This design comes from an exercise in tuning for a short achievable clock period on the open sky130 flow, not from production work. Only simulation tests tie the RTL to the original design; equivalence was not proved. In every run shown here, the design's own scripts or RTL, not TritonCTS, make the clock network. The clock input has no modelled driver; a real chip could not lean on it and would need a root buffer or a full tree. Power figures rest on the tool's default switching activity, not on a simulated workload.

==> flow/design.v (outline; a module is shown in full before it is edited, if it fits) <==
// module fft_4: 2115 lines
// module f4c_c2_000: 3 lines
// module f4c_c2_101: 3 lines
// module f4c_c2_111: 3 lines
// module f4c_g_0001: 3 lines
// module f4c_g_0001_c: 3 lines
// module f4c_g_0101: 3 lines
// module f4c_g_1010: 3 lines
// module f4c_g_1110: 3 lines
// module f4c_inv: 3 lines
// module f4c_maj_011: 3 lines
// module f4c_maj_101: 3 lines
// module f4c_maj_110: 3 lines
// module f4c_maj_111: 3 lines
// module f4c_nand_00: 3 lines
// module f4c_nand_01: 3 lines
// module f4c_nand_10: 3 lines
// module f4c_nand_10_c: 3 lines
// module f4c_nand_11: 3 lines
// module f4c_nor_00: 3 lines
// module f4c_nor_01: 3 lines
// module f4c_nor_10: 3 lines
// module f4c_nor_11: 3 lines
// module f4c_p_001: 3 lines
// module f4c_p_110: 3 lines
// module f4c_pp_01001: 3 lines
// module f4c_pp_01011: 3 lines
// module f4c_pp_11100: 3 lines
// module f4c_pp_11101: 3 lines
// module f4c_pp_11110: 3 lines
// module f4c_pp_11111: 3 lines
// module f4c_xor: 3 lines
// module f4c_xor_c: 3 lines
module fft_4(
        input               clk,
        input               rst_n,
        input wire signed [15:0]  x0_real,
        input wire signed [15:0]  x0_imag,
        input wire signed [15:0]  x1_real,
        input wire signed [15:0]  x1_imag,
        input wire signed [15:0]  x2_real,
        input wire signed [15:0]  x2_imag,
        input wire signed [15:0]  x3_real,
        input wire signed [15:0]  x3_imag,
        output reg signed [15:0]  X0_real,
        output reg signed [15:0]  X0_imag,
        output reg signed [15:0]  X1_real,
        output reg signed [15:0]  X1_imag,
        output reg signed [15:0]  X2_real,
        output reg signed [15:0]  X2_imag,
        output reg signed [15:0]  X3_real,
        output reg signed [15:0]  X3_imag
    );
  // ...
==> flow/flow/run.sh <==
#!/bin/bash
# Own layout flow: the standard flow, except that output flip-flops are
# placed next to their output buffers and the clock tree is a hand-built
# two-level inverter tree (flow/clock_tree.tcl) instead of TritonCTS's.
# Ports are buffered with buf_4 (which timing repair may resize) rather
# than the delay cell buffer_ports picks by default.
set -euo pipefail
here=$PWD
export MY_CLK_LEAVES=${MY_CLK_LEAVES:-0}
export MY_CLK_PER_LEAF=${MY_CLK_PER_LEAF:-24}
export MY_CLK_TOP=${MY_CLK_TOP:-4}
export MY_CLK_TOP_CELL=${MY_CLK_TOP_CELL:-sky130_fd_sc_hd__clkinv_16}
export MY_CLK_LEAF_CELL=${MY_CLK_LEAF_CELL:-sky130_fd_sc_hd__clkinv_8}
export MY_CLK_LEAF_UP=${MY_CLK_LEAF_UP-sky130_fd_sc_hd__clkinv_16}
bash standard.sh synth > log_synth.txt 2>&1
bash standard.sh PRE_DETAIL_PLACE_TCL=$here/flow/pre_dp.tcl "BUFFER_PORTS_ARGS=-buffer_cell sky130_fd_sc_hd__buf_4" place > log_place.txt 2>&1
# a copy of the ORFS scripts whose cts.tcl builds our own tree
rm -rf myscripts; cp -r $FLOW_HOME/scripts myscripts
sed -i "s#log_cmd clock_tree_synthesis {\*}\$cts_args#source $here/flow/clock_tree.tcl#" myscripts/cts.tcl
grep -q "flow/clock_tree.tcl" myscripts/cts.tcl
sed -n 's/^make -C \(.*\) "\${@:-finish}"$/\1/p' standard.sh > make_args.txt
eval "make -C $(cat make_args.txt) SCRIPTS_DIR=$here/myscripts do-4_1_cts do-4_cts" > log_cts.txt 2>&1
bash standard.sh > log_finish.txt 2>&1
==> flow/flow/clock_tree.tcl <==
# Two-level clock tree in place of clock_tree_synthesis. The clock port
# drives NTOP top cells, each of which drives its share of K leaf cells;
# each leaf drives a cluster of flip-flops. With inverters at both levels
# the flip-flops see the clock in its own polarity. Clusters are made by
# k-means with equal cluster sizes, so every flip-flop sees the same tree.
set K $::env(MY_CLK_LEAVES)
set NTOP $::env(MY_CLK_TOP)
set block [ord::get_db_block]
set db [ord::get_db]
set top_master [$db findMaster $::env(MY_CLK_TOP_CELL)]
set leaf_master [$db findMaster $::env(MY_CLK_LEAF_CELL)]
set clk_net [[$block findBTerm clk] getNet]

# balanced k-means: returns {assign cxs cys}
proc bal_kmeans {xs ys K} {
  set n [llength $xs]
  set cap [expr {($n + $K - 1) / $K}]
  set order [lsort -real -indices $xs]
  set cxs {}; set cys {}
  # initial centres: a grid over the bounding box
  set xmin [::tcl::mathfunc::min {*}$xs]; set xmax [::tcl::mathfunc::max {*}$xs]
  set ymin [::tcl::mathfunc::min {*}$ys]; set ymax [::tcl::mathfunc::max {*}$ys]
  set gx [expr {int(ceil(sqrt($K)))}]
  set gy [expr {int(ceil(double($K) / $gx))}]
  for {set k 0} {$k < $K} {incr k} {
    set ix [expr {$k % $gx}]; set iy [expr {$k / $gx}]
    lappend cxs [expr {$xmin + ($ix + 0.5) * ($xmax - $xmin) / $gx}]
    lappend cys [expr {$ymin + ($iy + 0.5) * ($ymax - $ymin) / $gy}]
  }
  set assign [lrepeat $n 0]
  for {set iter 0} {$iter < 30} {incr iter} {
    # order points by how much they lose if not given their nearest centre
    set keyed {}
    for {set i 0} {$i < $n} {incr i} {
      set x [lindex $xs $i]; set y [lindex $ys $i]
      set ds {}
      for {set k 0} {$k < $K} {incr k} {
        lappend ds [expr {abs($x - [lindex $cxs $k]) + abs($y - [lindex $cys $k])}]
      }
      set s [lsort -real $ds]
      lappend keyed [list $i [expr {[lindex $s end] - [lindex $s 0]}] $ds]
    }
    set used [lrepeat $K 0]
    foreach e [lsort -real -decreasing -index 1 $keyed] {
      lassign $e i regret ds
      set best -1; set bd 1e30
      for {set k 0} {$k < $K} {incr k} {
        if {[lindex $used $k] >= $cap} { continue }
        if {[lindex $ds $k] < $bd} { set bd [lindex $ds $k]; set best $k }
      }
      lset assign $i $best
      lset used $best [expr {[lindex $used $best] + 1}]
    }
    set sx [lrepeat $K 0.0]; set sy [lrepeat $K 0.0]; set sc [lrepeat $K 0]
    for {set i 0} {$i < $n} {incr i} {
      set k [lindex $assign $i]
      lset sx $k [expr {[lindex $sx $k] + [lindex $xs $i]}]
      lset sy $k [expr {[lindex $sy $k] + [lindex $ys $i]}]
      lset sc $k [expr {[lindex $sc $k] + 1}]
    }
    for {set k 0} {$k < $K} {incr k} {
      if {[lindex $sc $k] > 0} {
        lset cxs $k [expr {[lindex $sx $k] / [lindex $sc $k]}]
        lset cys $k [expr {[lindex $sy $k] / [lindex $sc $k]}]
      }
    }
  }
  puts "clock_tree: cluster sizes $sc"
  return [list $assign $cxs $cys]
}

proc add_buf {master name x y in_net out_name} {
  global block
  set b [odb::dbInst_create $block $master $name]
  $b setLocation [expr {int($x)}] [expr {int($y)}]
  $b setPlacementStatus PLACED
  set net [odb::dbNet_create $block $out_name]
  $net setSigType CLOCK
  foreach it [$b getITerms] {
    set mt [$it getMTerm]
    if {[$mt getName] eq "A"} { $it connect $in_net }
    if {[$mt getName] eq "X" || [$mt getName] eq "Y"} { $it connect $net }
  }
  return $net
}

set sinks {}
foreach it [$clk_net getITerms] { lappend sinks $it }
set n [llength $sinks]
if {$K <= 0} { set K [expr {($n + $::env(MY_CLK_PER_LEAF) - 1) / $::env(MY_CLK_PER_LEAF)}] }
puts "clock_tree: $n sinks, $K leaves, $NTOP top cells"
set xs {}; set ys {}
foreach it $sinks {
  set bb [[$it getInst] getBBox]
  lappend xs [expr {([$bb xMin] + [$bb xMax]) / 2.0}]
  lappend ys [expr {([$bb yMin] + [$bb yMax]) / 2.0}]
}
lassign [bal_kmeans $xs $ys $K] assign cxs cys
lassign [bal_kmeans $cxs $cys $NTOP] tassign tcxs tcys

foreach it $sinks { $it disconnect }
set top_nets {}
for {set t 0} {$t < $NTOP} {incr t} {
  lappend top_nets [add_buf $top_master clktop_$t [lindex $tcxs $t] [lindex $tcys $t] $clk_net clknet_top_$t]
}
set leaf_nets {}
for {set k 0} {$k < $K} {incr k} {
  lappend leaf_nets [add_buf $leaf_master clkleaf_$k [lindex $cxs $k] [lindex $cys $k] \
    [lindex $top_nets [lindex $tassign $k]] clknet_leaf_$k]
}
for {set i 0} {$i < $n} {incr i} {
  [lindex $sinks $i] connect [lindex $leaf_nets [lindex $assign $i]]
}
$clk_net setSigType CLOCK
set_propagated_clock [all_clocks]

# Size the leaves: the latest leaves get the stronger cell as long as the
# latest clock arrival at any flip-flop keeps dropping.
if {$::env(MY_CLK_LEAF_UP) ne ""} {
  source $::env(PLATFORM_DIR)/setRC.tcl
  set up_master [$db findMaster $::env(MY_CLK_LEAF_UP)]
  proc leaf_arrivals {K} {
    set res {}
    for {set k 0} {$k < $K} {incr k} {
      lappend res [get_property [get_pins clkleaf_$k/Y] arrival_max_rise]
    }
    return $res
  }
  estimate_parasitics -placement
  set arr [leaf_arrivals $K]
  set best [::tcl::mathfunc::max {*}$arr]
  puts "clock_tree: leaf arrivals [format %.3f [::tcl::mathfunc::min {*}$arr]] .. [format %.3f $best]"
  for {set iter 0} {$iter < 12} {incr iter} {
    set order [lsort -real -decreasing -indices $arr]
    set swapped {}
    foreach k [lrange $order 0 1] {
      set inst [$block findInst clkleaf_$k]
      if {[[$inst getMaster] getName] ne [$up_master getName]} {
        $inst swapMaster $up_master
        lappend swapped $k
      }
    }
    if {$swapped eq ""} { break }
    estimate_parasitics -placement
    set arr [leaf_arrivals $K]
    set worst [::tcl::mathfunc::max {*}$arr]
    puts "clock_tree: upsized leaves $swapped, latest arrival [format %.3f $worst]"
    if {$worst >= $best - 0.001} {
      foreach k $swapped { [$block findInst clkleaf_$k] swapMaster $leaf_master }
      estimate_parasitics -placement
      set arr [leaf_arrivals $K]
      break
    }
    set best $worst
  }
}
==> flow/flow/pre_dp.tcl <==
# Before detailed placement: put each output port's flip-flop right next to
# the port's output buffer, so the flop's Q drives a short wire.
set block [ord::get_db_block]
set moved 0
foreach bterm [$block getBTerms] {
  if { [$bterm getIoType] ne "OUTPUT" } { continue }
  set net [$bterm getNet]
  if { $net eq "NULL" } { continue }
  set buf ""
  foreach it [$net getITerms] {
    if { [$it isOutputSignal] } { set buf [$it getInst] }
  }
  if { $buf eq "" } { continue }
  set ff ""
  foreach it [$buf getITerms] {
    if { [$it isInputSignal] } {
      set n2 [$it getNet]
      foreach it2 [$n2 getITerms] {
        if { [$it2 isOutputSignal] } { set ff [$it2 getInst] }
      }
    }
  }
  if { $ff eq "" } { continue }
  if { ![string match "*DFF*" [[$ff getMaster] getName]] && ![string match "*df*" [[$ff getMaster] getName]] } { continue }
  set bb [$buf getBBox]
  set bx [expr {([$bb xMin] + [$bb xMax]) / 2}]
  set by [expr {([$bb yMin] + [$bb yMax]) / 2}]
  # step from the buffer toward the core centre
  set core [$block getCoreArea]
  set cx [expr {([$core xMin] + [$core xMax]) / 2}]
  set cy [expr {([$core yMin] + [$core yMax]) / 2}]
  set dx [expr {$cx - $bx}]
  set dy [expr {$cy - $by}]
  set d [expr {sqrt($dx*$dx + $dy*$dy)}]
  if { $d < 1 } { set d 1 }
  set step 6000
  set nx [expr {int($bx + $dx / $d * $step)}]
  set ny [expr {int($by + $dy / $d * $step)}]
  $ff setLocation $nx $ny
  incr moved
}
puts "pre_dp: moved $moved output flops next to their buffers"
==> flow/standard.sh <==
#!/bin/bash
# synth_recipe.tcl (not shown) runs the flow's synth.tcl, then flattens the netlist and writes it again
# the make line also repeats each setting of config.mk as NAME=value (left out here)
make -C /OpenROAD-flow-scripts/flow DESIGN_CONFIG=/design/flow/config.mk WORK_HOME=/design/flow/orfs CLKGATE_MAP_FILE= SYNTH_SCRIPT=/design/flow/synth_recipe.tcl "${@:-finish}"
==> flow/config.mk <==
export PLATFORM = sky130hd
export DESIGN_NAME = fft_4
export DESIGN_NICKNAME = fft_4
export VERILOG_FILES = /design/flow/design.v
export SDC_FILE = /design/flow/constraint.sdc
export NUM_CORES = 4
export LEC_CHECK = 0
export CAP_MARGIN = 20
export CORE_MARGIN = 2
export CORE_UTILIZATION = 40
export SETUP_SLACK_MARGIN = 2.2
export SLEW_MARGIN = 20
export SYNTH_HIERARCHICAL = 1
==> flow/constraint.sdc <==
create_clock -name core_clock -period 3.5 [get_ports {clk}]
set_input_delay 0.7000 -clock core_clock [delete_from_list [all_inputs] [get_ports {clk}]]
set_output_delay 0.7000 -clock core_clock [all_outputs]
set_load 0.01 [all_outputs]
==> results.toml, run 1 <==
[synth]
synthSimpleGateAreaFrac = 0.0571
syn_area_per_cell_um2 = 11.7
ys_ff_latch = 684
synth_top_area_frac = 0.536
yosysMostFrequentCell = "dfrtp_1"

[pwr]
seq-power_mw = 12.7
switchingPower_mw = 11.0
pwr-share-clk = 0.119

[routing]
wl_met1_um = 37000

[sta]
hold_slack_ns = 0.314
max_freq_mhz = 660

[floorplan]
tapCellCount = 1050
start_util = 0.405
rows = 103

[layout]
diodes = 5
multi_input_area_mm2 = 0.0153
n_all_inverters = 407
final_area_mm2 = 0.0388

[grt]
grtUsageMet1 = 0.280
antenna_found_initial = 25
busiest_layer = "met2"
grtUsageMet2 = 0.343
grt_pass1_vias = 20500

[setup_path]
crit_fanout = 1
worstSetupPathType = "reg -> out"
crit_required_ns = 2.80
r2r-end = "X3_imag[15]"
max_stage_delay_ns = 0.41

[worst_hold_path]
holdCritPathClass = "in -> async"

[outcome]
status = "finished clean"

[place]
port_buffers = 257
==> run 2: changes to the inputs <==
--- a/flow/flow/run.sh
+++ b/flow/flow/run.sh
@@ -8,8 +8,8 @@
 here=$PWD
 export MY_CLK_LEAVES=${MY_CLK_LEAVES:-0}
-export MY_CLK_PER_LEAF=${MY_CLK_PER_LEAF:-24}
+export MY_CLK_PER_LEAF=${MY_CLK_PER_LEAF:-30}
 export MY_CLK_TOP=${MY_CLK_TOP:-4}
 export MY_CLK_TOP_CELL=${MY_CLK_TOP_CELL:-sky130_fd_sc_hd__clkinv_16}
-export MY_CLK_LEAF_CELL=${MY_CLK_LEAF_CELL:-sky130_fd_sc_hd__clkinv_8}
+export MY_CLK_LEAF_CELL=${MY_CLK_LEAF_CELL:-sky130_fd_sc_hd__clkinv_16}
 export MY_CLK_LEAF_UP=${MY_CLK_LEAF_UP-sky130_fd_sc_hd__clkinv_16}
 bash standard.sh synth > log_synth.txt 2>&1
==> results.toml, run 2 <==
[pwr]
ir_worst_vdd_mv = 0.493
p_leak_nw = 17.6
power_density_mw_per_mm2 = 705

[setup_path]
slowest_stage = "dfrtp_1"
rr_worst_depth = 4
max_stage_delay_ns = 0.40
crit_fanout = 1
arrival_ns = 0.81
reg2reg_slack_ns = 2.08
cp_cell_sequence = "buf_6"
startpoint_type = "register"
r2r-end = "X3_imag[15]"
crit_cells = 1
crit_required_ns = 2.80
path_buf_inv = 1
worstSetupPathType = "reg -> out"
crit_family = "flip-flops"
worstReg2RegStart = "X3_imag_g[8]"
cp-end-kind = "output pin"

[synth]
synth_top_family_by_area = "XOR/XNOR gates"
ys_types = 20
ys.flop_type = "dfrtp_1"
synth_compound_area_frac = 0.109
synthXorXnorAreaFrac = 0.168
ys_ff_latch = 684
synth_cells = 2732
ys_top_cells_by_area = "dfrtp_1 (54%), xor2_1 (14%), inv_1 (4.4%), a21oi_2 (4.3%), maj3_2 (4.2%)"
yosysWarnings = 7
yosysMostFrequentCell = "dfrtp_1"
syn_nets = 2862
ys_async_sr_fraction = 1.00
ys_top_cells_by_count = "dfrtp_1 (684), xor2_1 (514), inv_1 (374)"
synth_top_area_frac = 0.536
syn_area_per_cell_um2 = 11.7
synthMuxAreaShare = 0.0438
synthSimpleGateAreaFrac = 0.0571
synth_adder_area_share = 0.0423
ys_seq_area_frac = 0.536
syn_area_mm2 = 0.0320
synth_edf_count = 0
yosys.area.top_type = "dfrtp_1"

[layout]
final_cell_mix = "dfrtp_1 (633), xor2_1 (404), inv_1 (367), buf_4 (171), nor2_1 (145)"
final_common_cell = "dfrtp_1"
nNetsFinal = 3205
utilization = 0.493
area_growth_pct = 21.9
post_route_cells_drive_above_1_share = 0.338

[sta]
fin_crit_ns = 1.51
hold_slack_ns = 0.353
hold_viol_final = 0
grt_setup_unrepaired = "true"
worst_pin_slew_ns = 0.630
max_freq_mhz = 661
setup_viol = 0
period_share = 0.432
setup_slack_ns = 1.99
clock_skew_ns = 0.0430
maxSlewViolCount = 0
relSlewSlack = 0.580
tns_ns = 0

[worst_hold_path]
hp-start = "X0_real_x[0]"
whs_path_depth = 0
holdCritPathClass = "reg -> reg"
hold_path_end = "X0_real[0]"

[place]
port_buffers = 257
routabilityCongestion = 0.909
post-place-ws_ns = 1.65
post-dp-hpwl_um = 68100

[routing]
dr.first_iter.drc_count = 1024
wl_per_cell_um = 20.8
routed_wl_um = 85900
viasPerCell = 4.77
num_vias = 19700
route.detailed.drc = 0
drtAntennaViolNets = 0
dr.pass1.iters = 7

[grt]
grt_first_pass_wirelength_um = 127000
antenna_found_initial = 25
grt_pass1_vias = 20500
grtUsageTotal = 0.207
grt_overflow_total = 0
grt_max_degree = 82

[floorplan]
rows = 103
die_x_um = 287
start_util = 0.405
die_h_um = 287
core_mm2 = 0.0790
die_area_mm2 = 0.0822
ios = 258

[outcome]
status = "finished clean"

[clocking]
cts.clk_slew.worst_paths_ns = 0.08
clock_latency_ns = 0.29
hold_buffers = 0

[job]
maxCapViolCount = 0
[run 2: metal layers]
| layer | up-vias | GRT usage | routed length, um | share of wire |
|---|---|---|---|---|
| met3 | 117 | 0.0445 | 5120 | 0.060 |
| met2 | 370 | 0.344 | 41200 | 0.48 |
| met1 | 9855 | 0.279 | 37200 | 0.43 |
| li1 | 9290 | - | - | - |
| met5 | - | 0 | 232 | 0.0027 |
| met4 | 38 | 0.0414 | 2110 | 0.025 |
[run 2: stage by stage]
step	area, um2	total power, mW	cells
floorplan	32000	18.1	2732
global placement	35500	22.2	4055
detailed placement	35500	22.4	4055
CTS	37800	27.3	4104
global route	39000	29.2	4125
finish	39000	27.5	4128
[run 2: area by class of cell]
| class | instances | area, um2 |
|---|---|---|
| antenna | 5 | 12.5 |
| timing repair buffer | 314 | 3030 |
| multi-input combinational | 1674 | 15200 |
| sequential | 684 | 17200 |
| inverter | 401 | 2210 |
| tap | 1050 | 1310 |
| fill | 6961 | 40000 |
[run 2: where the power goes]
part	leakage (nW)	switching, mW	internal [mW]
Sequential	8.00	2.21	10.5
Combinational	9.25	6.00	5.20
Clock	0.308	3.00	0.572
[run 2: logic make-up after synthesis]
| group | Yosys count |
|---|---|
| flops | 684 |
| xor+xnor | 614 |
| compound gates | 454 |
| buf+inv | 374 |
| simple gates | 374 |
| fa+ha+maj | 120 |
| mux | 112 |
[run 2: timing repair]
item | in CTS | in global routing
pin swaps | 42 | 47
gates resized for setup | 275 | 176
endpoints found under the setup margin | 716 | 385
buffers inserted | 22 | 18
cloned | 0 | 1
[run 2: per-module statistics from Yosys, one instance, submodules excluded, excerpt]
module,copies in the design,flops+latches,cells inside
f4c_nand_10,6,0,1
f4c_pp_01001,2,0,3
f4c_maj_011,30,0,2
f4c_nand_10_c,2,0,1
f4c_g_1010,120,0,2
f4c_pp_01011,24,0,3
f4c_c2_101,28,0,1
f4c_inv,44,0,1
f4c_g_1110,36,0,1
f4c_nor_00,6,0,1
f4c_c2_000,56,0,1
f4c_nand_01,26,0,1
[run 2: worst max path at each step]
stage / from / to
2_1_floorplan: x2_imag[9] / u_X2_imag[10]
3_3_place_gp: rst_n / X2_imag[14]
3_5_place_dp: X3_imag_g[0] / X3_imag[15]
4_1_cts: X0_imag[2] / X0_imag[2]
5_1_grt: X0_real[3] / X0_real[3]
6_report: X0_imag[2] / X0_imag[2]
==> run 3: changes to the inputs <==
--- a/flow/flow/run.sh
+++ b/flow/flow/run.sh
@@ -8,5 +8,5 @@
 here=$PWD
 export MY_CLK_LEAVES=${MY_CLK_LEAVES:-0}
-export MY_CLK_PER_LEAF=${MY_CLK_PER_LEAF:-30}
+export MY_CLK_PER_LEAF=${MY_CLK_PER_LEAF:-44}
 export MY_CLK_TOP=${MY_CLK_TOP:-4}
 export MY_CLK_TOP_CELL=${MY_CLK_TOP_CELL:-sky130_fd_sc_hd__clkinv_16}
==> results.toml, run 3 <==
[outcome]
status = "finished clean"

[synth]
yosysWarnings = 7
ys_ff_latch = 684
syn_nets = 2862
ys_types = 20
synth_edf_count = 0
synth_top_area_frac = 0.536
syn_area_mm2 = 0.0320
ys_async_sr_fraction = 1.00
yosys.area.top_type = "dfrtp_1"
syn_area_per_cell_um2 = 11.7
synth_cells = 2732
ys.flop_type = "dfrtp_1"
ys_top_cells_by_count = "dfrtp_1 (684), xor2_1 (514), inv_1 (374)"
yosysMostFrequentCell = "dfrtp_1"
ys_top_cells_by_area = "dfrtp_1 (54%), xor2_1 (14%), inv_1 (4.4%), a21oi_2 (4.3%), maj3_2 (4.2%)"
ys_seq_area_frac = 0.536

[floorplan]
start_util = 0.405
die_x_um = 287
core_mm2 = 0.0790
ios = 258
die_h_um = 287
die_area_mm2 = 0.0822
rows = 103

[routing]
dr.first_iter.drc_count = 1070
viasPerCell = 4.75
wl_per_cell_um = 20.8
routed_wl_um = 85800
dr.pass1.iters = 7
drtAntennaViolNets = 0
num_vias = 19600
route.detailed.drc = 0

[clocking]
clock_latency_ns = 0.26
cts.clk_slew.worst_paths_ns = 0.10

[place]
port_buffers = 257
dp_cells = 4055
routabilityCongestion = 0.909
post-dp-hpwl_um = 68100

[pwr]
p_leak_nw = 17.5
power_density_mw_per_mm2 = 696
ir_worst_vdd_mv = 0.351
design_power_total_mw = 27.0

[worst_hold_path]
holdCritPathClass = "in -> async"

[setup_path]
crit_required_ns = 2.80
cp_cell_sequence = "buf_6"
max_stage_delay_ns = 0.40
cp-end-kind = "output pin"
crit_family = "flip-flops"
path_buf_inv = 1
startpoint_type = "register"
arrival_ns = 0.79
worstSetupPathType = "reg -> out"
slowest_stage = "dfrtp_1"
crit_fanout = 1

[grt]
grt_pass1_vias = 20400
grt_overflow_total = 0
grtUsageTotal = 0.205
grt_max_degree = 82
antenna_found_initial = 24
grt_first_pass_wirelength_um = 126000

[layout]
fin_cells = 4116
post_route_cells_drive_above_1_share = 0.339
nNetsFinal = 3192
final_common_cell = "dfrtp_1"
final_cell_mix = "dfrtp_1 (627), xor2_1 (398), inv_1 (368), buf_4 (166), nor2_1 (146)"
utilization = 0.492
fill_cells = 6978
area_growth_pct = 21.6

[job]
maxCapViolCount = 0

[sta]
fin_crit_ns = 1.49
clock_skew_ns = 0.0213
maxSlewViolCount = 0
hold_viol_final = 0
setup_viol = 0
max_freq_mhz = 672
relSlewSlack = 0.667
tns_ns = 0
hold_slack_ns = 0.329
worst_pin_slew_ns = 0.489
grt_setup_unrepaired = "true"
period_share = 0.425
## run 3: cell counts after synthesis
No cell type changed its count.
## run 3: logic make-up (layout without fill, tap and decap cells)
| kind of cell | count (synthesis) | count (layout) | share of synthesized area |
|---|---|---|---|
| buffers and inverters | 374 | 702 | 0.0439 |
| multiplexers | 112 | 112 | 0.0438 |
| AND/OR/NAND/NOR | 374 | 374 | 0.0571 |
| AO/OA/AOI/OAI | 454 | 454 | 0.109 |
| other | 0 | 6 | 0 |
| adder cells (fa/ha/maj) | 120 | 120 | 0.0423 |
| flip-flops | 684 | 684 | 0.536 |
| XOR/XNOR | 614 | 614 | 0.168 |
## run 3: power breakdown
group | total (mW) | internal, mW | switching (mW)
Combinational | 11.2 | 5.18 | 5.99
Sequential | 12.7 | 10.5 | 2.23
Clock | 3.15 | 0.457 | 2.70
Total | 27.0 | 16.1 | 10.9
## run 3: path summary, 6_finish.rpt
path,startpoint,endpoint,slack [ns],cells after the start
setup reg to reg,X3_imag_g[8],X3_imag[15],2.11,4
max in group asynchronous,rst_n,s1_x0_imag_x1_imag_x2_imag[7],2.45,2
setup / recovery,X1_real[13],X1_real[13],2.01,1
hold reg to reg,X0_real_x[0],X0_real[0],0.36,0
hold / removal,rst_n,u_X0_real[12],0.33,1
min in group core_clock,X0_real_x[0],X0_real[0],0.36,0
## run 3: area by class of cell
type | instances | area, um2 | area share
multi-input cells | 1674 | 15300 | 0.395
diodes | 6 | 15.0 | 0.000386
inverters | 394 | 2000 | 0.0516
repair buffers | 308 | 3000 | 0.0772
flip-flops and latches | 684 | 17200 | 0.442
well taps | 1050 | 1310 | 0.0338
## run 3: through the flow
| step | setup WS (ns) | area [um2] |
|---|---|---|
| 6_report | 2.01 | 38900 |
| 5_1_grt | 1.98 | 38800 |
| 4_1_cts | 2.00 | 37500 |
| 3_5_place_dp | 1.65 | 35500 |
| 3_3_place_gp | 1.76 | 35500 |
| 2_1_floorplan | 2.22 | 32000 |
## run 3: layer usage
metal	global-route usage	part of all wire	routed length [um]	up-vias
met3	0.0404	0.057	4860	115
met4	0.0442	0.026	2260	34
met2	0.341	0.48	41000	344
met1	0.277	0.44	37400	9798
met5	0	0.0027	228	-
li1	-	-	-	9263
## run 3: what timing repair did
item	CTS	global route
cloned	0	2
gates resized for setup	266	201
endpoints found under the setup margin	786	358
hold buffers	0	0
setup buffers	15	18
pin swaps	22	40
## run 3: Yosys stat by module, one instance, submodules excluded, excerpt
module / flip-flops and latches / area, um2 / cells inside
f4c_pp_01001: 0 / 16.3 / 3
f4c_c2_101: 0 / 15.0 / 1
f4c_maj_110: 0 / 15.0 / 2
f4c_maj_011: 0 / 15.0 / 2
f4c_nor_01: 0 / 13.8 / 1
f4c_nor_10: 0 / 13.8 / 1
f4c_g_0101: 0 / 12.5 / 2
f4c_maj_111: 0 / 11.3 / 1
f4c_nand_10: 0 / 6.26 / 1
f4c_nand_00: 0 / 6.26 / 1
f4c_pp_11111: 0 / 6.26 / 1
f4c_nor_00: 0 / 6.26 / 1
f4c_nor_11: 0 / 3.75 / 1
f4c_nand_11: 0 / 3.75 / 1
f4c_p_001: 0 / 3.75 / 1
## run 3: worst reg2reg max path: cells and delay by family (launching register included)
family | cells | cell delay (ns)
flops | 1 | 0.44
xor+xnor | 1 | 0.28
compound gates | 3 | 0.56
==> run 4: changes to the inputs <==
--- a/flow/config.mk
+++ b/flow/config.mk
@@ -9,4 +9,5 @@
 export CORE_MARGIN = 2
 export CORE_UTILIZATION = 40
+export GPL_TIMING_DRIVEN = 1
 export SETUP_SLACK_MARGIN = 2.2
 export SLEW_MARGIN = 20
==> results.toml, run 4 <==
[routing]
wl_met2_um = 41000
wl_met1_um = 37400
route.detailed.drc = 0
routed_wl_um = 85800
dr_wl_met3_um = 4860
dr.first_iter.drc_count = 1070
viasPerCell = 4.75
dr.pass1.iters = 7
num_vias = 19600
top_layer = "met5"
drtAntennaViolNets = 0
wl_per_cell_um = 20.8

[setup_path]
startpoint_type = "register"
cp-end-kind = "output pin"
rr_worst_depth = 4
cp-startpoint = "X1_real[13]"
cp_cell_sequence = "buf_6"
worstSetupPathType = "reg -> out"
crit_required_ns = 2.80
slowest_stage = "dfrtp_1"
max_stage_delay_ns = 0.40
crit_cells = 1
worstReg2RegStart = "X3_imag_g[8]"
crit_family = "flip-flops"
crit_fanout = 1
path_buf_inv = 1
arrival_ns = 0.79

[synth]
ys_async_sr_fraction = 1.00
yosysMostFrequentCell = "dfrtp_1"
synth_cells = 2732
ys.flop_type = "dfrtp_1"
syn_area_mm2 = 0.0320
ys_seq_area_frac = 0.536
syn_nets = 2862
ys_top_cells_by_count = "dfrtp_1 (684), xor2_1 (514), inv_1 (374)"
ys_types = 20
synth_edf_count = 0
ys_top_cells_by_area = "dfrtp_1 (54%), xor2_1 (14%), inv_1 (4.4%), a21oi_2 (4.3%), maj3_2 (4.2%)"
yosysWarnings = 7
synth_top_area_frac = 0.536
syn_area_per_cell_um2 = 11.7
yosys.area.top_type = "dfrtp_1"
ys_ff_latch = 684

[floorplan]
core_mm2 = 0.0790
start_util = 0.405
die_h_um = 287
die_area_mm2 = 0.0822
ios = 258
die_x_um = 287
rows = 103

[place]
port_buffers = 257
routabilityCongestion = 0.909
post-dp-hpwl_um = 68100

[pwr]
ir_worst_vdd_mv = 0.351
power_density_mw_per_mm2 = 696
internal_power_mw = 16.1
pwr-share-seq = 0.470
switchingPower_mw = 10.9
p_leak_nw = 17.5
pwr-share-clk = 0.117
combinationalPowerShare = 0.413
switching_share = 0.404

[sta]
hold_slack_ns = 0.329
period_share = 0.425
max_freq_mhz = 672
relSlewSlack = 0.667
fin_crit_ns = 1.49
hold_viol_final = 0
maxSlewViolCount = 0
setup_viol = 0
worst_pin_slew_ns = 0.489
grt_setup_unrepaired = "true"
clock_skew_ns = 0.0213
tns_ns = 0

[outcome]
status = "finished clean"

[layout]
area_growth_pct = 21.6
nNetsFinal = 3192
post_route_cells_drive_above_1_share = 0.339
final_cell_mix = "dfrtp_1 (627), xor2_1 (398), inv_1 (368), buf_4 (166), nor2_1 (146)"
final_common_cell = "dfrtp_1"

[grt]
grt_max_degree = 82
grt_first_pass_wirelength_um = 126000
antenna_found_initial = 24
grt_overflow_total = 0
grtUsageTotal = 0.205
grt_pass1_vias = 20400

[clocking]
cts.clk_slew.worst_paths_ns = 0.10
clock_latency_ns = 0.26
hold_buffers = 0

[worst_hold_path]
holdCritPathClass = "in -> async"

[job]
maxCapViolCount = 0
run 4: worst paths after layout:
check / end / slack, ns
hold / removal: u_X0_real[12] / 0.33
min in group core_clock: X0_real[0] / 0.36
setup / recovery: X1_real[13] / 2.01
max in group asynchronous: s1_x0_imag_x1_imag_x2_imag[7] / 2.45
hold reg to reg: X0_real[0] / 0.36
setup reg to reg: X3_imag[15] / 2.11
run 4: power by group through the flow:
stage	sequential [mW]	combinational, mW	clock (mW)
after floorplan	12.3	5.82	0
after global placement	12.4	9.72	0
after detailed placement	12.4	9.96	0
after CTS	12.5	10.9	3.29
after global routing	13.0	12.1	3.56
final	12.7	11.2	3.15
run 4: area by class of cell:
type | instances | area [um2]
antenna | 6 | 15.0
fill | 6978 | 40100
inverter | 394 | 2000
multi-input combinational | 1674 | 15300
sequential | 684 | 17200
tap | 1050 | 1310
timing repair buffer | 308 | 3000
run 4: per-module statistics from Yosys, one instance, submodules excluded, a selection:
module	flops+latches	area, um2	cells	copies in the design
f4c_pp_01001	0	16.3	3	2
f4c_nand_10_c	0	13.8	1	2
f4c_c2_000	0	10.0	1	56
f4c_pp_11110	0	8.76	1	24
f4c_g_1110	0	8.76	1	36
f4c_pp_11111	0	6.26	1	48
f4c_p_001	0	3.75	1	78
f4c_inv	0	3.75	1	44
run 4: kinds of logic (layout without fill, tap and decap cells):
kind of cell             Yosys count  in the layout  share of synthesized area
AO/OA/AOI/OAI                    454            454                      0.109
XOR/XNOR                         614            614                      0.168
adder cells (fa/ha/maj)          120            120                     0.0423
buffers and inverters            374            702                     0.0439
flip-flops                       684            684                      0.536
multiplexers                     112            112                     0.0438
other                              0              6                          0
AND/OR/NAND/NOR                  374            374                     0.0571
run 4: layer usage:
layer / up-vias / global-route usage
met5: - / 0
met3: 115 / 0.0404
met1: 9798 / 0.277
li1: 9263 / -
met4: 34 / 0.0442
met2: 344 / 0.341
run 4: stage by stage:
stage / util / setup WS (ns) / total power [mW] / area, um2 / instances
2_1_floorplan: - / 2.22 / 18.1 / 32000 / 2732
4_1_cts: 0.475 / 2.00 / 26.7 / 37500 / 4090
5_1_grt: 0.492 / 1.98 / 28.7 / 38800 / 4112
3_5_place_dp: 0.449 / 1.65 / 22.4 / 35500 / 4055
6_report: 0.492 / 2.01 / 27.0 / 38900 / 4116
3_3_place_gp: 0.449 / 1.76 / 22.2 / 35500 / 4055
run 4: repair_timing:
item / 4_1_cts / 5_1_grt
buffers inserted: 15 / 18
endpoints found under the setup margin: 786 / 358
gates resized for setup: 266 / 201
gates cloned: 0 / 2
pin swaps: 22 / 40
==> run 5: changes to the inputs <==
--- a/flow/flow/run.sh
+++ b/flow/flow/run.sh
@@ -8,5 +8,5 @@
 here=$PWD
 export MY_CLK_LEAVES=${MY_CLK_LEAVES:-0}
-export MY_CLK_PER_LEAF=${MY_CLK_PER_LEAF:-44}
+export MY_CLK_PER_LEAF=${MY_CLK_PER_LEAF:-52}
 export MY_CLK_TOP=${MY_CLK_TOP:-4}
 export MY_CLK_TOP_CELL=${MY_CLK_TOP_CELL:-sky130_fd_sc_hd__clkinv_16}
--- a/flow/config.mk
+++ b/flow/config.mk
@@ -9,5 +9,4 @@
 export CORE_MARGIN = 2
 export CORE_UTILIZATION = 40
-export GPL_TIMING_DRIVEN = 1
 export SETUP_SLACK_MARGIN = 2.2
 export SLEW_MARGIN = 20
==> results.toml, run 5 <==
[outcome]
status = "finished clean"

[layout]
final_area_mm2 = 0.0388
final_cell_mix = "dfrtp_1 (637), xor2_1 (399), inv_1 (366), buf_4 (168), nor2_1 (145)"
post_route_cells_drive_above_1_share = 0.337
area_growth_pct = 21.4
nNetsFinal = 3194
final_common_cell = "dfrtp_1"

[place]
post-place-ws_ns = 1.65
port_buffers = 257
routabilityCongestion = 0.909
post-dp-hpwl_um = 68100
place_area_mm2 = 0.0355

[routing]
route.detailed.drc = 0
dr.pass1.iters = 6
dr.first_iter.drc_count = 1161
wl_per_cell_um = 20.9
viasPerCell = 4.76
drtAntennaViolNets = 0
num_vias = 19600
routed_wl_um = 86200

[sta]
max_freq_mhz = 670
period_share = 0.426
relSlewSlack = 0.669
worst_pin_slew_ns = 0.487
setup_viol = 0
tns_ns = 0
setup_slack_ns = 2.01
grt_setup_unrepaired = "true"
hold_viol_final = 0
fin_crit_ns = 1.49
maxSlewViolCount = 0
clock_skew_ns = 0.0420

[setup_path]
crit_required_ns = 2.80
max_stage_delay_ns = 0.40
path_buf_inv = 1
startpoint_type = "register"
slowest_stage = "dfrtp_1"
worstSetupPathType = "reg -> out"
cp_cell_sequence = "buf_6"
crit_family = "flip-flops"
reg2reg_slack_ns = 2.06
arrival_ns = 0.79
cp-end-kind = "output pin"
crit_fanout = 1

[clocking]
cts.clk_slew.worst_paths_ns = 0.11
clock_latency_ns = 0.27

[floorplan]
core_mm2 = 0.0790
die_area_mm2 = 0.0822
ios = 258
die_h_um = 287
rows = 103
die_x_um = 287
start_util = 0.405

[job]
maxCapViolCount = 0

[pwr]
combinationalPowerShare = 0.417
switching_share = 0.403
p_leak_nw = 17.5
pwr-share-clk = 0.114
design_power_total_mw = 27.0
power_density_mw_per_mm2 = 697
ir_worst_vdd_mv = 0.374
switchingPower_mw = 10.9
internal_power_mw = 16.1
pwr-share-seq = 0.470

[synth]
yosysMostFrequentCell = "dfrtp_1"
syn_nets = 2862
ys_top_cells_by_count = "dfrtp_1 (684), xor2_1 (514), inv_1 (374)"
synth_edf_count = 0
yosys.area.top_type = "dfrtp_1"
syn_area_per_cell_um2 = 11.7
ys_async_sr_fraction = 1.00
synth_cells = 2732
synth_top_area_frac = 0.536
ys_types = 20
syn_area_mm2 = 0.0320
ys.flop_type = "dfrtp_1"
ys_seq_area_frac = 0.536
yosysWarnings = 7
ys_ff_latch = 684
ys_top_cells_by_area = "dfrtp_1 (54%), xor2_1 (14%), inv_1 (4.4%), a21oi_2 (4.3%), maj3_2 (4.2%)"

[grt]
grt_pass1_vias = 20500
antenna_found_initial = 22
grt_max_degree = 82
grt_first_pass_wirelength_um = 127000
grtUsageTotal = 0.206
grt_overflow_total = 0

[worst_hold_path]
holdCritPathClass = "in -> async"
## run 5: per-layer routing
metal / global-route usage / vias to the layer above / part of all wire
met5: 0 / - / 0.0025
met4: 0.0344 / 34 / 0.023
met3: 0.0406 / 102 / 0.061
met2: 0.347 / 354 / 0.48
met1: 0.279 / 9857 / 0.43
li1: - / 9264 / -
## run 5: metrics by stage
| step | utilization | cells | hold WS [ns] |
|---|---|---|---|
| floorplan | - | 2732 | 0.331 |
| global placement | 0.449 | 4055 | 0.334 |
| finish | 0.491 | 4116 | 0.315 |
| global route | 0.491 | 4113 | 0.296 |
| CTS | 0.476 | 4095 | 0.360 |
| detailed placement | 0.449 | 4055 | 0.336 |
## run 5: logic make-up (layout without fill, tap and decap cells)
logic type | Yosys count | in the layout | synth area share
AOI/OAI and AO/OA | 454 | 454 | 0.109
xor gates and xnor gates | 614 | 614 | 0.168
adders and majority gates | 120 | 120 | 0.0423
buffers and inverters | 374 | 704 | 0.0439
DFF | 684 | 684 | 0.536
muxes | 112 | 112 | 0.0438
other | 0 | 4 | 0
and+or+nand+nor | 374 | 374 | 0.0571
## run 5: worst register-to-register path, stage by stage, from the launching register on
cell and delay (ns):
dfrtp_1 0.45, a21oi_2 0.28, o21ai_2 0.10, a21oi_2 0.20
xor2_2 0.28
## run 5: path summary, 6_finish.rpt
kind                       cells past startpoint                            end    startpoint
hold reg to reg                                0                     X0_real[0]  X0_real_x[0]
setup / recovery                               1                     X1_real[2]    X1_real[2]
min in group core_clock                        0                     X0_real[0]  X0_real_x[0]
setup reg to reg                               4                    X3_imag[15]  X3_imag_g[8]
hold / removal                                 1                  X2_real_g[10]         rst_n
max in group asynchronous                      2  s1_x0_imag_x1_imag_x2_imag[7]         rst_n
## run 5: what timing repair did
| action | CTS | global route |
|---|---|---|
| setup endpoints to repair | 772 | 349 |
| cloned | 0 | 2 |
| buffers inserted | 22 | 15 |
| gates resized for setup | 277 | 185 |
| pin swaps | 38 | 48 |
| hold buffers | 0 | 0 |
## run 5: area by class of cell
cell class                      count  area [um2]
Antenna cell                        4        10.0
Inverter                          392        1940
Tap cell                         1050        1310
Fill cell                        6985       40200
Sequential cell                   684       17200
Timing Repair Buffer              312        3040
Multi-Input combinational cell   1674       15300
## run 5: modules after synthesis, one instance, submodules excluded, a selection
module,copies in the design,flops+latches,cell area [um2]
f4c_maj_101,30,0,15.0
f4c_c2_111,28,0,15.0
f4c_g_0101,66,0,12.5
f4c_g_1010,120,0,12.5
f4c_xor_c,100,0,8.76
f4c_pp_11111,48,0,6.26
f4c_p_110,62,0,3.75
f4c_p_001,78,0,3.75
## run 5: power groups by stage
stage | sequential, mW | clock (mW) | combinational [mW]
after floorplan | 12.3 | 0 | 5.82
after global placement | 12.4 | 0 | 9.72
after detailed placement | 12.4 | 0 | 9.96
after CTS | 12.5 | 3.19 | 11.0
after global routing | 13.0 | 3.46 | 12.2
final | 12.7 | 3.07 | 11.3
==> run 6: changes to the inputs <==
--- a/flow/flow/run.sh
+++ b/flow/flow/run.sh
@@ -8,5 +8,5 @@
 here=$PWD
 export MY_CLK_LEAVES=${MY_CLK_LEAVES:-0}
-export MY_CLK_PER_LEAF=${MY_CLK_PER_LEAF:-52}
+export MY_CLK_PER_LEAF=${MY_CLK_PER_LEAF:-36}
 export MY_CLK_TOP=${MY_CLK_TOP:-4}
 export MY_CLK_TOP_CELL=${MY_CLK_TOP_CELL:-sky130_fd_sc_hd__clkinv_16}
==> results.toml, run 6 <==
[outcome]
status = "finished clean"

[synth]
ys.flop_type = "dfrtp_1"
syn_area_per_cell_um2 = 11.7
ys_top_cells_by_count = "dfrtp_1 (684), xor2_1 (514), inv_1 (374)"
syn_area_mm2 = 0.0320
yosysMostFrequentCell = "dfrtp_1"
ys_async_sr_fraction = 1.00
yosys.area.top_type = "dfrtp_1"
ys_top_cells_by_area = "dfrtp_1 (54%), xor2_1 (14%), inv_1 (4.4%), a21oi_2 (4.3%), maj3_2 (4.2%)"
ys_ff_latch = 684
ys_seq_area_frac = 0.536
synth_cells = 2732
ys_types = 20
syn_nets = 2862
synth_edf_count = 0
yosysWarnings = 7
synth_top_area_frac = 0.536

[setup_path]
max_stage_delay_ns = 0.40
worstSetupPathType = "reg -> out"
path_buf_inv = 1
cp-end-kind = "output pin"
slowest_stage = "dfrtp_1"
crit_required_ns = 2.80
startpoint_type = "register"
arrival_ns = 0.80
cp_cell_sequence = "buf_6"
crit_fanout = 1
crit_family = "flip-flops"

[floorplan]
ios = 258
die_x_um = 287
die_area_mm2 = 0.0822
rows = 103
start_util = 0.405
core_mm2 = 0.0790
die_h_um = 287

[grt]
grt_first_pass_wirelength_um = 127000
grt_pass1_vias = 20400
grtUsageTotal = 0.206
grt_overflow_total = 0
grt_max_degree = 82
antenna_found_initial = 23

[place]
routabilityCongestion = 0.909
post-dp-hpwl_um = 68100
post-place-ws_ns = 1.65
dp_cells = 4055
place_area_mm2 = 0.0355
port_buffers = 257

[job]
maxCapViolCount = 0

[sta]
worst_pin_slew_ns = 0.650
hold_viol_final = 0
relSlewSlack = 0.566
tns_ns = 0
period_share = 0.429
hold_slack_ns = 0.314
max_freq_mhz = 666
grt_setup_unrepaired = "true"
setup_viol = 0
maxSlewViolCount = 0
clock_skew_ns = 0.0475
fin_crit_ns = 1.50
setup_slack_ns = 2.00

[layout]
fin_cells = 4118
final_area_mm2 = 0.0388
nNetsFinal = 3194
final_common_cell = "dfrtp_1"
utilization = 0.491
area_growth_pct = 21.3
final_cell_mix = "dfrtp_1 (641), xor2_1 (404), inv_1 (370), buf_4 (166), nor2_1 (148)"
post_route_cells_drive_above_1_share = 0.332

[routing]
viasPerCell = 4.76
num_vias = 19600
dr.first_iter.drc_count = 1060
drtAntennaViolNets = 0
wl_per_cell_um = 20.7
route.detailed.drc = 0
dr.pass1.iters = 6
routed_wl_um = 85400

[pwr]
design_power_total_mw = 27.1
power_density_mw_per_mm2 = 700
p_leak_nw = 17.5
ir_worst_vdd_mv = 0.427

[clocking]
cts.clk_slew.worst_paths_ns = 0.09
clock_latency_ns = 0.27

[worst_hold_path]
holdCritPathClass = "in -> async"
-- run 6: area by class of cell --
| cell class | count | area (um2) |
|---|---|---|
| fill | 6974 | 40200 |
| inverter | 397 | 2090 |
| antenna | 6 | 15.0 |
| multi-input combinational | 1674 | 15200 |
| sequential | 684 | 17200 |
| timing repair buffer | 307 | 2950 |
| tap | 1050 | 1310 |
-- run 6: worst paths after layout --
check,startpoint,endpoint,slack [ns],depth (start not counted)
setup reg to reg,X3_imag_g[8],X3_imag[15],2.11,4
hold reg to reg,X0_real_x[0],X0_real[0],0.35,0
hold / removal,rst_n,u_X3_imag[8],0.31,1
min in group core_clock,X0_real_x[0],X0_real[0],0.35,0
max in group asynchronous,rst_n,s1_x0_imag_x1_imag_x2_imag[3],2.31,2
setup / recovery,X1_real[13],X1_real[13],2.00,1
-- run 6: repair_timing --
item                                    4_1_cts  5_1_grt
hold buffers                                  0        0
setup buffers                                16       18
resized for setup                           254      183
pin swaps                                    20       44
endpoints found under the setup margin      709      336
-- run 6: power breakdown --
part	switching [mW]	leakage [nW]	internal, mW
Sequential	2.21	8.01	10.5
Clock	2.84	0.262	0.506
Combinational	5.96	9.22	5.16
Total	11.0	17.5	16.1
-- run 6: kinds of logic after synthesis --
| family | synth area share |
|---|---|
| flip-flops | 0.536 |
| XOR/XNOR | 0.168 |
| AO/OA/AOI/OAI | 0.109 |
| buffers and inverters | 0.0439 |
| AND/OR/NAND/NOR | 0.0571 |
| adder cells (fa/ha/maj) | 0.0423 |
| multiplexers | 0.0438 |
-- run 6: per-layer routing --
| layer | GRT usage | up-vias | share of wire | wire length [um] |
|---|---|---|---|---|
| met5 | 0 | - | 0.0025 | 214 |
| met4 | 0.0412 | 34 | 0.025 | 2120 |
| met3 | 0.0415 | 116 | 0.061 | 5200 |
| met2 | 0.344 | 372 | 0.48 | 41200 |
| met1 | 0.278 | 9778 | 0.43 | 36700 |
| li1 | - | 9288 | - | - |
-- run 6: Yosys stat by module (local to each module, per instance), a selection --
| module | copies in the design | cell area, um2 |
|---|---|---|
| f4c_c2_000 | 56 | 10.0 |
| f4c_c2_101 | 28 | 15.0 |
| f4c_g_0101 | 66 | 12.5 |
| f4c_g_1010 | 120 | 12.5 |
| f4c_inv | 44 | 3.75 |
| f4c_maj_011 | 30 | 15.0 |
| f4c_maj_111 | 30 | 11.3 |
| f4c_nand_00 | 2 | 6.26 |
| f4c_nand_10 | 6 | 6.26 |
| f4c_nand_10_c | 2 | 13.8 |
| f4c_nand_11 | 80 | 3.75 |
| f4c_p_001 | 78 | 3.75 |
| f4c_pp_01011 | 24 | 20.0 |
| f4c_xor_c | 100 | 8.76 |
| fft_4 | 1 | 17100 |
==> run 7: changes to the inputs <==
--- a/flow/flow/run.sh
+++ b/flow/flow/run.sh
@@ -8,5 +8,5 @@
 here=$PWD
 export MY_CLK_LEAVES=${MY_CLK_LEAVES:-0}
-export MY_CLK_PER_LEAF=${MY_CLK_PER_LEAF:-36}
+export MY_CLK_PER_LEAF=${MY_CLK_PER_LEAF:-44}
 export MY_CLK_TOP=${MY_CLK_TOP:-4}
 export MY_CLK_TOP_CELL=${MY_CLK_TOP_CELL:-sky130_fd_sc_hd__clkinv_16}
--- a/flow/flow/pre_dp.tcl
+++ b/flow/flow/pre_dp.tcl
@@ -23,9 +23,13 @@
   if { $ff eq "" } { continue }
   if { ![string match "*DFF*" [[$ff getMaster] getName]] && ![string match "*df*" [[$ff getMaster] getName]] } { continue }
-  set bb [$buf getBBox]
-  set bx [expr {([$bb xMin] + [$bb xMax]) / 2}]
-  set by [expr {([$bb yMin] + [$bb yMax]) / 2}]
-  # step from the buffer toward the core centre
+  # the buffer goes right inside the core edge next to its pin
   set core [$block getCoreArea]
+  set pb [$bterm getBBox]
+  set px [expr {([$pb xMin] + [$pb xMax]) / 2}]
+  set py [expr {([$pb yMin] + [$pb yMax]) / 2}]
+  set bx [expr {max([$core xMin] + 1000, min([$core xMax] - 3000, $px))}]
+  set by [expr {max([$core yMin] + 1000, min([$core yMax] - 3000, $py))}]
+  $buf setLocation $bx $by
+  # the flip-flop just inside the buffer
   set cx [expr {([$core xMin] + [$core xMax]) / 2}]
   set cy [expr {([$core yMin] + [$core yMax]) / 2}]
@@ -34,5 +38,5 @@
   set d [expr {sqrt($dx*$dx + $dy*$dy)}]
   if { $d < 1 } { set d 1 }
-  set step 6000
+  set step 5000
   set nx [expr {int($bx + $dx / $d * $step)}]
   set ny [expr {int($by + $dy / $d * $step)}]
--- a/flow/config.mk
+++ b/flow/config.mk
@@ -8,5 +8,6 @@
 export CAP_MARGIN = 20
 export CORE_MARGIN = 2
-export CORE_UTILIZATION = 40
+export CORE_UTILIZATION = 55
+export PLACE_DENSITY = 0.65
 export SETUP_SLACK_MARGIN = 2.2
 export SLEW_MARGIN = 20
==> results.toml, run 7 <==
[floorplan]
ios = 258
core_mm2 = 0.0576
die_area_mm2 = 0.0601
die_x_um = 245
die_h_um = 245
rows = 88
start_util = 0.555

[grt]
antenna_found_initial = 8
grt_first_pass_wirelength_um = 120000
grtUsageTotal = 0.266
grt_overflow_total = 0
grt_pass1_vias = 20100
grt_max_degree = 81

[layout]
post_route_cells_drive_above_1_share = 0.328
final_common_cell = "dfrtp_1"
final_cell_mix = "dfrtp_1 (643), xor2_1 (409), inv_1 (366), buf_4 (165), nor2_1 (149)"
nNetsFinal = 3189
area_growth_pct = 19.3

[pwr]
power_density_mw_per_mm2 = 693
p_leak_nw = 17.4
ir_worst_vdd_mv = 0.567

[sta]
clock_skew_ns = 0.0195
hold_viol_final = 0
relSlewSlack = 0.647
hold_slack_ns = 0.330
max_freq_mhz = 675
period_share = 0.423
grt_setup_unrepaired = "true"
worst_pin_slew_ns = 0.530
maxSlewViolCount = 0
setup_viol = 0
tns_ns = 0
fin_crit_ns = 1.48

[synth]
yosys.area.top_type = "dfrtp_1"
syn_area_per_cell_um2 = 11.7
ys_ff_latch = 684
ys_types = 20
ys_top_cells_by_area = "dfrtp_1 (54%), xor2_1 (14%), inv_1 (4.4%), a21oi_2 (4.3%), maj3_2 (4.2%)"
yosysMostFrequentCell = "dfrtp_1"
syn_nets = 2862
yosysWarnings = 7
syn_area_mm2 = 0.0320
synth_top_area_frac = 0.536
ys_seq_area_frac = 0.536
synth_cells = 2732
ys.flop_type = "dfrtp_1"
ys_top_cells_by_count = "dfrtp_1 (684), xor2_1 (514), inv_1 (374)"
synth_edf_count = 0
ys_async_sr_fraction = 1.00

[setup_path]
cp-end-kind = "output pin"
crit_required_ns = 2.80
arrival_ns = 0.78
crit_family = "flip-flops"
slowest_stage = "dfrtp_1"
path_buf_inv = 1
crit_fanout = 1
worstSetupPathType = "reg -> out"
cp_cell_sequence = "buf_6"
max_stage_delay_ns = 0.41
startpoint_type = "register"

[clocking]
clock_latency_ns = 0.25
cts.clk_slew.worst_paths_ns = 0.09
hold_buffers = 0

[routing]
wl_per_cell_um = 20.7
viasPerCell = 5.11
dr.pass1.iters = 5
dr.first_iter.drc_count = 933
num_vias = 19500
routed_wl_um = 79200
drtAntennaViolNets = 0
route.detailed.drc = 0

[job]
maxCapViolCount = 0

[worst_hold_path]
holdCritPathClass = "in -> async"

[place]
routabilityCongestion = 0.906
port_buffers = 257
post-dp-hpwl_um = 64000

[outcome]
status = "finished clean"
==> run 7: layout make-up <==
type,count,area [um2]
flip-flops and latches,684,17200
well taps,765,957
multi-input cells,1674,15100
diodes,1,2.50
fillers,4351,19400
repair buffers,305,2950
inverters,394,2000
==> run 7: per-stage QoR <==
stage / utilization / worst slack [ns] / std cells / cell area, um2 / total power [mW]
2_1_floorplan: - / 2.22 / 2732 / 32000 / 18.1
3_3_place_gp: 0.610 / 1.77 / 3774 / 35100 / 21.9
3_5_place_dp: 0.610 / 1.74 / 3774 / 35100 / 22.1
4_1_cts: 0.641 / 2.01 / 3802 / 36900 / 26.1
5_1_grt: 0.662 / 1.99 / 3823 / 38100 / 28.1
6_report: 0.662 / 2.02 / 3823 / 38100 / 26.5
==> run 7: final timing paths <==
| check | depth (start not counted) | slack, ns | from | end |
|---|---|---|---|---|
| max reg2reg | 5 | 2.18 | X3_real_g[0] | X3_real[15] |
| max in group asynchronous | 3 | 2.26 | rst_n | s1_x0_imag_x1_imag_x2_real[11] |
| min reg2reg | 0 | 0.36 | X0_real_x[1] | X0_real[1] |
| min | 1 | 0.33 | rst_n | X3_real[1] |
| max | 1 | 2.02 | X1_real[13] | X1_real[13] |
| min in group core_clock | 0 | 0.36 | X0_real_x[1] | X0_real[1] |
==> run 7: per-layer routing <==
| metal | track usage | share of wire | vias to the layer above |
|---|---|---|---|
| met5 | 0 | 0.0011 | - |
| met4 | 0.0337 | 0.015 | 12 |
| met3 | 0.0269 | 0.035 | 67 |
| met2 | 0.452 | 0.49 | 288 |
| met1 | 0.383 | 0.46 | 9904 |
| li1 | - | - | 9256 |
==> run 7: modules after synthesis (local to each module, per instance), a selection <==
module / cell area, um2 / cells inside / copies in the design / flip-flops and latches
f4c_pp_01011: 20.0 / 3 / 24 / 0
f4c_pp_01001: 16.3 / 3 / 2 / 0
f4c_pp_11101: 16.3 / 2 / 4 / 0
f4c_maj_011: 15.0 / 2 / 30 / 0
f4c_c2_111: 15.0 / 1 / 28 / 0
f4c_g_1110: 8.76 / 1 / 36 / 0
f4c_nand_01: 6.26 / 1 / 26 / 0
f4c_nor_00: 6.26 / 1 / 6 / 0
f4c_g_0001: 5.00 / 1 / 124 / 0
f4c_p_110: 3.75 / 1 / 62 / 0
f4c_inv: 3.75 / 1 / 44 / 0
f4c_nor_11: 3.75 / 1 / 80 / 0
==> run 7: cell families after synthesis <==
kind of cell	Yosys count	share of synthesized area
DFF	684	0.536
and+or+nand+nor	374	0.0571
adders and majority gates	120	0.0423
muxes	112	0.0438
xor gates and xnor gates	614	0.168
AOI/OAI and AO/OA	454	0.109
buffers and inverters	374	0.0439
==> run 7: power breakdown <==
group / internal [mW] / switching [mW] / leakage [nW]
clock: 0.458 / 2.60 / 0.228
sequential: 10.5 / 2.21 / 8.01
combinational: 5.02 / 5.70 / 9.16
total: 15.9 / 10.5 / 17.4
==> run 7: what timing repair did <==
item | 4_1_cts | 5_1_grt
gates cloned | 0 | 1
endpoints found under the setup margin | 406 | 354
buffers inserted | 8 | 19
resized for setup | 234 | 182
pin swaps | 5 | 35
==> run 8: changes to the inputs <==
--- a/flow/config.mk
+++ b/flow/config.mk
@@ -8,6 +8,5 @@
 export CAP_MARGIN = 20
 export CORE_MARGIN = 2
-export CORE_UTILIZATION = 55
-export PLACE_DENSITY = 0.65
+export CORE_UTILIZATION = 40
 export SETUP_SLACK_MARGIN = 2.2
 export SLEW_MARGIN = 20
==> results.toml, run 8 <==
[outcome]
status = "finished clean"

[grt]
grtUsageTotal = 0.205
busiest_layer = "met2"
grtUsageMet1 = 0.279
grt_first_pass_wirelength_um = 125000
grtUsageMet2 = 0.343
antenna_found_initial = 21
grt_pass1_vias = 20000
grt_max_degree = 82
gr-usage-met3 = 0.0425
grt_overflow_total = 0

[place]
port_buffers = 257
post-dp-hpwl_um = 67800
routabilityCongestion = 0.909
post-place-ws_ns = 1.68
place_area_mm2 = 0.0355

[sta]
setup_slack_ns = 2.01
tns_ns = 0
max_freq_mhz = 672
period_share = 0.425
clock_skew_ns = 0.0220
setup_viol = 0
fin_crit_ns = 1.49
grt_setup_unrepaired = "true"
maxSlewViolCount = 0
hold_viol_final = 0
worst_pin_slew_ns = 0.660
relSlewSlack = 0.560

[setup_path]
path_buf_inv = 1
worstSetupPathType = "reg -> out"
max_stage_delay_ns = 0.41
cp_cell_sequence = "buf_6"
cp-end-kind = "output pin"
crit_fanout = 1
slowest_stage = "dfrtp_1"
startpoint_type = "register"
crit_family = "flip-flops"
crit_required_ns = 2.80
arrival_ns = 0.79

[clocking]
clock_latency_ns = 0.25
hold_buffers = 0
cts.clk_slew.worst_paths_ns = 0.10

[floorplan]
ios = 258
rows = 103
die_h_um = 287
start_util = 0.405
die_x_um = 287
die_area_mm2 = 0.0822
core_mm2 = 0.0790

[worst_hold_path]
holdCritPathClass = "in -> async"

[pwr]
ir_worst_vdd_mv = 0.379
internal_power_mw = 16.2
switchingPower_mw = 10.9
combinationalPowerShare = 0.417
pwr-share-clk = 0.116
pwr-share-seq = 0.468
switching_share = 0.404
p_leak_nw = 17.5
design_power_total_mw = 27.1
power_density_mw_per_mm2 = 696

[synth]
yosysWarnings = 7
ys_async_sr_fraction = 1.00
ys_top_cells_by_count = "dfrtp_1 (684), xor2_1 (514), inv_1 (374)"
synth_cells = 2732
ys_top_cells_by_area = "dfrtp_1 (54%), xor2_1 (14%), inv_1 (4.4%), a21oi_2 (4.3%), maj3_2 (4.2%)"
synth_top_area_frac = 0.536
syn_nets = 2862
yosysMostFrequentCell = "dfrtp_1"
ys.flop_type = "dfrtp_1"
syn_area_mm2 = 0.0320
ys_types = 20
synth_edf_count = 0
yosys.area.top_type = "dfrtp_1"
ys_seq_area_frac = 0.536
syn_area_per_cell_um2 = 11.7
ys_ff_latch = 684

[layout]
final_area_mm2 = 0.0390
final_cell_mix = "dfrtp_1 (631), xor2_1 (396), inv_1 (366), buf_4 (166), nor2_1 (147)"
final_common_cell = "dfrtp_1"
post_route_cells_drive_above_1_share = 0.341
nNetsFinal = 3195
area_growth_pct = 21.9
fill_cells = 6893

[routing]
dr.pass1.iters = 5
wl_per_cell_um = 20.6
routed_wl_um = 84600
dr.first_iter.drc_count = 1211
route.detailed.drc = 0
drtAntennaViolNets = 0
num_vias = 19600
viasPerCell = 4.76

[job]
maxCapViolCount = 0
## run 8: cell counts after synthesis
Identical to the previous run, type by type.
## run 8: worst paths after layout
check	cells after the start	from	slack, ns	endpoint
min in group core_clock	0	X0_real_x[1]	0.36	X0_real[1]
setup / recovery	1	X1_real[13]	2.01	X1_real[13]
hold / removal	1	rst_n	0.33	u_X3_imag[8]
setup reg to reg	5	X2_real_p[4]	2.10	X2_real[15]
hold reg to reg	0	X0_real_x[1]	0.36	X0_real[1]
max in group asynchronous	2	rst_n	2.27	X2_imag_p[4]
## run 8: repair_timing
item	in CTS	in global routing
pin swaps	37	52
endpoints found under the setup margin	745	392
buffers inserted	20	18
resized for setup	271	209
cloned	0	0
## run 8: modules after synthesis, one instance, submodules excluded, excerpt
module	area [um2]	cells
f4c_c2_000	10.0	1
f4c_p_001	3.75	1
f4c_g_0001_c	7.51	1
f4c_c2_111	15.0	1
f4c_pp_11101	16.3	2
f4c_maj_011	15.0	2
f4c_nor_01	13.8	1
f4c_pp_11110	8.76	1
f4c_pp_01001	16.3	3
f4c_maj_110	15.0	2
f4c_g_1010	12.5	2
f4c_nand_00	6.26	1
## run 8: power by group through the flow
stage                     clock network (mW)  logic [mW]  registers, mW
final                                   3.14        11.3           12.7
after global routing                    3.58        12.2           13.0
after CTS                               3.28        11.0           12.5
after detailed placement                   0        9.96           12.4
after global placement                     0        9.72           12.4
after floorplan                            0        5.82           12.3
## run 8: logic make-up (layout without fill, tap and decap cells)
kind of cell	count (synthesis)	in the layout	share of synthesized area
other	0	5	0
adder cells (fa/ha/maj)	120	120	0.0423
AO/OA/AOI/OAI	454	454	0.109
flip-flops	684	684	0.536
buffers and inverters	374	705	0.0439
AND/OR/NAND/NOR	374	374	0.0571
multiplexers	112	112	0.0438
XOR/XNOR	614	614	0.168
## run 8: cell type report
type                    count  area, um2  area share
diodes                      5       12.5    0.000321
multi-input cells        1674      15400       0.396
inverters                 394       2000      0.0515
repair buffers            311       3020      0.0774
well taps                1050       1310      0.0337
flip-flops and latches    684      17200       0.441
## run 8: layer usage
| metal | wire length, um | up-vias |
|---|---|---|
| met2 | 40600 | 373 |
| met4 | 2000 | 34 |
| li1 | - | 9268 |
| met3 | 5170 | 108 |
| met5 | 218 | - |
| met1 | 36700 | 9799 |
## run 8: per-stage QoR
| stage | hold WS [ns] | cells | utilization |
|---|---|---|---|
| final | 0.326 | 4118 | 0.493 |
| after global routing | 0.356 | 4115 | 0.493 |
| after CTS | 0.360 | 4095 | 0.476 |
| after detailed placement | 0.336 | 4055 | 0.449 |
| after global placement | 0.334 | 4055 | 0.449 |
| after floorplan | 0.331 | 2732 | - |

==> separate check: timing with driven ports <==
How much do the figures lean on ideal ports? The routed layouts below were timed once more, with nothing changed but the port constraints.
Step 1 (the two cells are an assumption about what drives the block):
set clk [get_ports {clk}]
set_driving_cell -lib_cell sky130_fd_sc_hd__clkbuf_16 $clk
set_driving_cell -lib_cell sky130_fd_sc_hd__buf_2 [delete_from_list [all_inputs] $clk]
Step 2 times the ports against the registers' clock, not the clock port: input delays grow and output delays shrink by t, the midpoint of the rising clock arrivals with the driver on.
Three values: ideal ports, drivers, drivers and shift; two values: the first two.
| run | shift t [ns] | setup WS [ns] | hold WS [ns] | worst register clock-pin slew, ns | worst slew at a driven data input, ns |
|---|---|---|---|---|---|
| run 1 | 0.516 | 1.984 / 1.720 / 1.910 | 0.314 / 0.300 / 0.355 | 0.11 / 0.12 | 0.25 |
| run 2 | 0.535 | 1.986 / 1.722 / 1.895 | 0.353 / 0.190 / 0.354 | 0.09 / 0.10 | 0.15 |
| run 3 | 0.512 | 2.012 / 1.746 / 1.898 | 0.329 / 0.318 / 0.359 | 0.11 / 0.11 | 0.28 |
| run 4 | 0.512 | 2.012 / 1.746 / 1.898 | 0.329 / 0.318 / 0.359 | 0.11 / 0.11 | 0.28 |
| run 5 | 0.506 | 2.008 / 1.746 / 1.914 | 0.315 / 0.315 / 0.359 | 0.12 / 0.12 | 0.28 |
| run 6 | 0.524 | 1.999 / 1.724 / 1.912 | 0.314 / 0.127 / 0.353 | 0.10 / 0.11 | 0.15 |
| run 7 | 0.495 | 2.018 / 1.757 / 1.866 | 0.330 / 0.163 / 0.359 | 0.10 / 0.11 | 0.13 |
| run 8 | 0.510 | 2.012 / 1.743 / 1.910 | 0.326 / 0.146 / 0.358 | 0.11 / 0.11 | 0.15 |
After both steps setup and hold are still met in every run listed. For run 7, which loses most, drivers alone change the setup slack by -0.261 ns; drivers and shift together by -0.152 ns.
